Source: an optimization exercise on an open RTL-to-GDS flow (aim: small area). Production flows keep margins and buffers that such runs may drop.
The RTL was checked by simulation tests, not by an equivalence proof against the original design.

==> v16 <==
==> flow/design.v (excerpt) <==
module matching_cost
#(
	parameter  MAXDISPARITY = 64 ,
	parameter  MATCHINGCOSTBITWID = 6 ,
	parameter  INPUTDATAWID = 63,
	parameter  OUTPUTDATAWID = 385
  )
(
	input wire                      clk ,
	input wire                      en ,
	input wire[INPUTDATAWID-1:0]    leftCTstream ,
	input wire[INPUTDATAWID-1:0]    rightCTstream ,
	output wire[OUTPUTDATAWID-1:0]  MatchingCost ,
	input  wire                     rst_n
);
Settings: LEC_CHECK=0, CAP_MARGIN=20, CORE_MARGIN=2, CORE_UTILIZATION=40, SLEW_MARGIN=20; clock period 6.67 ns.
run.sh (not shown) runs the stock make flow with config.mk's settings and CLKGATE_MAP_FILE= SYNTH_SCRIPT=/design/flow/synth_recipe.tcl, a recipe that flattens the netlist after the stock synthesis.
==> inputs of v27, as changes to v16 <==
--- a/flow/design.v
+++ b/flow/design.v
@@ -275,18 +275,28 @@
 reg [5:0]  pcl0;                 
 always @(posedge clk)
 if (en) begin
 	out[OUTPUTDATAWID-1] <= lvalid & l[6][62];
 	pcl0 <= lvalid ? pcl : 6'd0;
 end
 assign MatchingCost[OUTPUTDATAWID-1] = out[OUTPUTDATAWID-1];
+wire [8:0] hi_gt, hi_eq;
+wire [7:0] lo_ge;
 genvar g;
 generate
+for (g = 0; g < 9; g = g + 1) begin : pre_hi
+	assign hi_gt[g] = (cnt[6:3] > g);
+	assign hi_eq[g] = (cnt[6:3] == g);
+end
+for (g = 0; g < 8; g = g + 1) begin : pre_lo
+	assign lo_ge[g] = (cnt[2:0] >= g);
+end
 for (g = 0; g < MAXDISPARITY; g = g + 1) begin : sel
-	assign MatchingCost[6*g+5:6*g] = (cnt >= 8+g) ? out[6*g+5:6*g] : pcl0;
+	wire valid = hi_gt[(8+g)/8] | (hi_eq[(8+g)/8] & lo_ge[(8+g)%8]);
+	assign MatchingCost[6*g+5:6*g] = valid ? out[6*g+5:6*g] : pcl0;
 end
 endgenerate
 wire [5:0] pc0;
 matching_cost_pc62 u_pc0 (.x(l[6][61:0] ^ r[6]), .y(pc0));
 always @(posedge clk)
 if (en)
 	out[5:0] <= pc0;
==> flow/flow/run.sh (new file) <==
#!/bin/bash
# Own layout flow: the standard flow (standard.sh: synthesis, floorplan,
# placement, CTS, routing, finish) with two changes:
#  - the ports are buffered with sky130_fd_sc_hd__buf_1 (one buffer per port, as
#    in the standard flow) instead of the cell buffer_ports picks by default;
#  - CTS runs with the arguments below (sink clustering settings).
# Every tool's output goes to its own log under orfs/logs/ (ORFS's per-step logs);
# make's own output goes to make.log in the work folder.
set -euo pipefail
export BUFFER_PORTS_ARGS="-buffer_cell sky130_fd_sc_hd__buf_1"
export CTS_ARGS="-sink_clustering_enable -repair_clock_nets -sink_clustering_size 30 -sink_clustering_max_diameter 50 -dont_use_dummy_load"
export MAX_REPAIR_ANTENNAS_ITER_DRT=12
bash standard.sh > make.log 2>&1
==> flow/standard.sh (new file) <==
#!/bin/bash
# synth_recipe.tcl (not shown) runs the flow's synth.tcl, then flattens the netlist and writes it again
# the make line also repeats each setting of config.mk as NAME=value (left out here)
make -C /OpenROAD-flow-scripts/flow DESIGN_CONFIG=/design/flow/config.mk WORK_HOME=/design/flow/orfs CLKGATE_MAP_FILE= SYNTH_SCRIPT=/design/flow/synth_recipe.tcl "${@:-finish}"
Settings changed: CORE_UTILIZATION 40 to 70, PLACE_DENSITY set to 0.8.
removed: flow/run.sh
==> inputs of v10, as changes to v16 <==
--- a/flow/design.v
+++ b/flow/design.v
@@ -275,18 +275,28 @@
 reg [5:0]  pcl0;                 
 always @(posedge clk)
 if (en) begin
 	out[OUTPUTDATAWID-1] <= lvalid & l[6][62];
 	pcl0 <= lvalid ? pcl : 6'd0;
 end
 assign MatchingCost[OUTPUTDATAWID-1] = out[OUTPUTDATAWID-1];
+wire [8:0] hi_gt, hi_eq;
+wire [7:0] lo_ge;
 genvar g;
 generate
+for (g = 0; g < 9; g = g + 1) begin : pre_hi
+	assign hi_gt[g] = (cnt[6:3] > g);
+	assign hi_eq[g] = (cnt[6:3] == g);
+end
+for (g = 0; g < 8; g = g + 1) begin : pre_lo
+	assign lo_ge[g] = (cnt[2:0] >= g);
+end
 for (g = 0; g < MAXDISPARITY; g = g + 1) begin : sel
-	assign MatchingCost[6*g+5:6*g] = (cnt >= 8+g) ? out[6*g+5:6*g] : pcl0;
+	wire valid = hi_gt[(8+g)/8] | (hi_eq[(8+g)/8] & lo_ge[(8+g)%8]);
+	assign MatchingCost[6*g+5:6*g] = valid ? out[6*g+5:6*g] : pcl0;
 end
 endgenerate
 wire [5:0] pc0;
 matching_cost_pc62 u_pc0 (.x(l[6][61:0] ^ r[6]), .y(pc0));
 always @(posedge clk)
 if (en)
 	out[5:0] <= pc0;
==> flow/flow/run.sh (new file) <==
#!/bin/bash
# Own layout flow: the standard flow (standard.sh: synthesis, floorplan,
# placement, CTS, routing, finish) with two changes:
#  - the ports are buffered with sky130_fd_sc_hd__buf_1 (one buffer per port, as
#    in the standard flow) instead of the cell buffer_ports picks by default;
#  - CTS runs with the arguments below (sink clustering settings).
# Every tool's output goes to its own log under orfs/logs/ (ORFS's per-step logs);
# make's own output goes to make.log in the work folder.
set -euo pipefail
export BUFFER_PORTS_ARGS="-buffer_cell sky130_fd_sc_hd__buf_1"
export CTS_ARGS="-sink_clustering_enable -repair_clock_nets -sink_clustering_size 25 -sink_clustering_max_diameter 80 -dont_use_dummy_load"
bash standard.sh > make.log 2>&1
==> flow/standard.sh (new file) <==
#!/bin/bash
# synth_recipe.tcl (not shown) runs the flow's synth.tcl, then flattens the netlist and writes it again
# the make line also repeats each setting of config.mk as NAME=value (left out here)
make -C /OpenROAD-flow-scripts/flow DESIGN_CONFIG=/design/flow/config.mk WORK_HOME=/design/flow/orfs CLKGATE_MAP_FILE= SYNTH_SCRIPT=/design/flow/synth_recipe.tcl "${@:-finish}"
Settings changed: CTS_CLUSTER_DIAMETER set to 80, CTS_CLUSTER_SIZE set to 25.
removed: flow/run.sh
==> inputs of v5, as changes to v16 <==
--- a/flow/design.v
+++ b/flow/design.v
@@ -275,18 +275,28 @@
 reg [5:0]  pcl0;                 
 always @(posedge clk)
 if (en) begin
 	out[OUTPUTDATAWID-1] <= lvalid & l[6][62];
 	pcl0 <= lvalid ? pcl : 6'd0;
 end
 assign MatchingCost[OUTPUTDATAWID-1] = out[OUTPUTDATAWID-1];
+wire [8:0] hi_gt, hi_eq;
+wire [7:0] lo_ge;
 genvar g;
 generate
+for (g = 0; g < 9; g = g + 1) begin : pre_hi
+	assign hi_gt[g] = (cnt[6:3] > g);
+	assign hi_eq[g] = (cnt[6:3] == g);
+end
+for (g = 0; g < 8; g = g + 1) begin : pre_lo
+	assign lo_ge[g] = (cnt[2:0] >= g);
+end
 for (g = 0; g < MAXDISPARITY; g = g + 1) begin : sel
-	assign MatchingCost[6*g+5:6*g] = (cnt >= 8+g) ? out[6*g+5:6*g] : pcl0;
+	wire valid = hi_gt[(8+g)/8] | (hi_eq[(8+g)/8] & lo_ge[(8+g)%8]);
+	assign MatchingCost[6*g+5:6*g] = valid ? out[6*g+5:6*g] : pcl0;
 end
 endgenerate
 wire [5:0] pc0;
 matching_cost_pc62 u_pc0 (.x(l[6][61:0] ^ r[6]), .y(pc0));
 always @(posedge clk)
 if (en)
 	out[5:0] <= pc0;
==> flow/flow/run.sh (new file) <==
#!/bin/bash
# Own layout flow: the standard flow (standard.sh: synthesis, floorplan,
# placement, CTS, routing, finish) with two changes:
#  - the ports are buffered with sky130_fd_sc_hd__buf_1 (one buffer per port, as
#    in the standard flow) instead of the cell buffer_ports picks by default;
#  - CTS runs with the arguments below (sink clustering settings).
# Every tool's output goes to its own log under orfs/logs/ (ORFS's per-step logs);
# make's own output goes to make.log in the work folder.
set -euo pipefail
export BUFFER_PORTS_ARGS="-buffer_cell sky130_fd_sc_hd__buf_1"
export CTS_ARGS="-sink_clustering_enable -repair_clock_nets -sink_clustering_size 25 -sink_clustering_max_diameter 80 -dont_use_dummy_load"
export MAX_REPAIR_ANTENNAS_ITER_DRT=12
bash standard.sh > make.log 2>&1
==> flow/standard.sh (new file) <==
#!/bin/bash
# synth_recipe.tcl (not shown) runs the flow's synth.tcl, then flattens the netlist and writes it again
# the make line also repeats each setting of config.mk as NAME=value (left out here)
make -C /OpenROAD-flow-scripts/flow DESIGN_CONFIG=/design/flow/config.mk WORK_HOME=/design/flow/orfs CLKGATE_MAP_FILE= SYNTH_SCRIPT=/design/flow/synth_recipe.tcl "${@:-finish}"
Settings changed: CTS_CLUSTER_DIAMETER set to 80, CTS_CLUSTER_SIZE set to 25.
removed: flow/run.sh
==> qor summary <==
item                                                                                       v5                        v27                       v16                        v10
Final Hold Slack                                                                     0.364 ns                   0.378 ns                  0.405 ns                   0.364 ns
Most Frequent Cell on Critical Path                                     sky130_fd_sc_hd__fa_1      sky130_fd_sc_hd__fa_1                         -      sky130_fd_sc_hd__fa_1
Aggregate routed wire length                                                           806 mm                     760 mm                    852 mm                     806 mm
Period minus WS final                                                                 6.27 ns                    6.48 ns                   6.60 ns                    6.27 ns
Hold path start                                                                   res60[1][1]                res60[0][4]               res57[0][0]                res60[1][1]
Count of buffers added by post-CTS timing repair for setup                                  0                          0                         1                          0
Data arrival time of the worst path                                                   6.98 ns                    7.16 ns                   5.26 ns                    6.98 ns
Latest clock arrival within the worst-skew pair                                       1.02 ns                    1.02 ns                   1.11 ns                    1.02 ns
Iteration count of the initial detailed-routing pass                                        5                          6                         5                          5
Worst Hold Path EP                                                                res60[2][1]                res60[1][4]                  out[342]                res60[2][1]
Maximum cell stage delay along the critical path                                      0.92 ns                    1.07 ns                   0.76 ns                    0.92 ns
Global route hottest layer                                                               met2                       met1                      met2                       met2
Syn nets                                                                                17800                      17800                     17800                      17800
Die outline width                                                                      818 um                     619 um                    817 um                     818 um
Layout cell share with drive strength beyond 1                                         0.0793                     0.0845                     0.108                     0.0793
Run status                                                                     finished clean             finished clean            finished clean            failed layout checks
Reasons for failing layout checks                                                           -                          -                         -              antenna rules
Placed cells                                                                            23000                      19200                     23100                      23000
Initial Utilization                                                                     0.402                      0.704                     0.402                      0.402
Number of buffers created by CTS                                                          318                        468                       547                        318
Synth cell types                                                                           58                         58                        63                         58
Netlist area before placement                                                    265000 sq um               265000 sq um              265000 sq um               265000 sq um
Max stage delay cell, worst path                                    sky130_fd_sc_hd__edfxtp_1  sky130_fd_sc_hd__edfxtp_1  sky130_fd_sc_hd__a31oi_2  sky130_fd_sc_hd__edfxtp_1
Register clock-pin slew on the reported worst setup and hold paths                    0.09 ns                    0.08 ns                   0.06 ns                    0.09 ns
Period utilization                                                                      0.940                      0.971                     0.989                      0.940

==> afterwards: timing with drivers on the ports <==
How much do the figures lean on ideal ports? The routed layouts below were timed once more, with nothing changed but the port constraints.
Step 1: set_driving_cell puts a clkbuf_16 on clk and a buf_2 on each other input, an assumption about the parent block.
Step 2, shift: input delay + t, output delay - t, t = (earliest + latest rising clock arrival at the registers) / 2. This alone moves slack from input paths to output paths.
a / b / c = no drivers / after step 1 / after step 2; a / b = the first two.
run | t (ns) | setup WS [ns] | hold WS [ns] | pins driven straight from the clock port
v16 | 1.223 | 0.072 / -0.078 / -0.118 | 0.405 / 0.405 / 0.405 | 1
v27 | 1.116 | 0.190 / 0.190 / 0.174 | 0.378 / 0.356 / 0.378 | 1
v10 | 1.115 | 0.402 / 0.402 / 0.252 | 0.364 / 0.364 / 0.364 | 1
v5 | 1.115 | 0.402 / 0.402 / 0.252 | 0.364 / 0.364 / 0.364 | 1
With both steps, setup timing fails in v16, where it was met with ideal ports. The setup slack of v16, which loses most, moves by -0.150 ns with the drivers and by -0.190 ns with both steps.
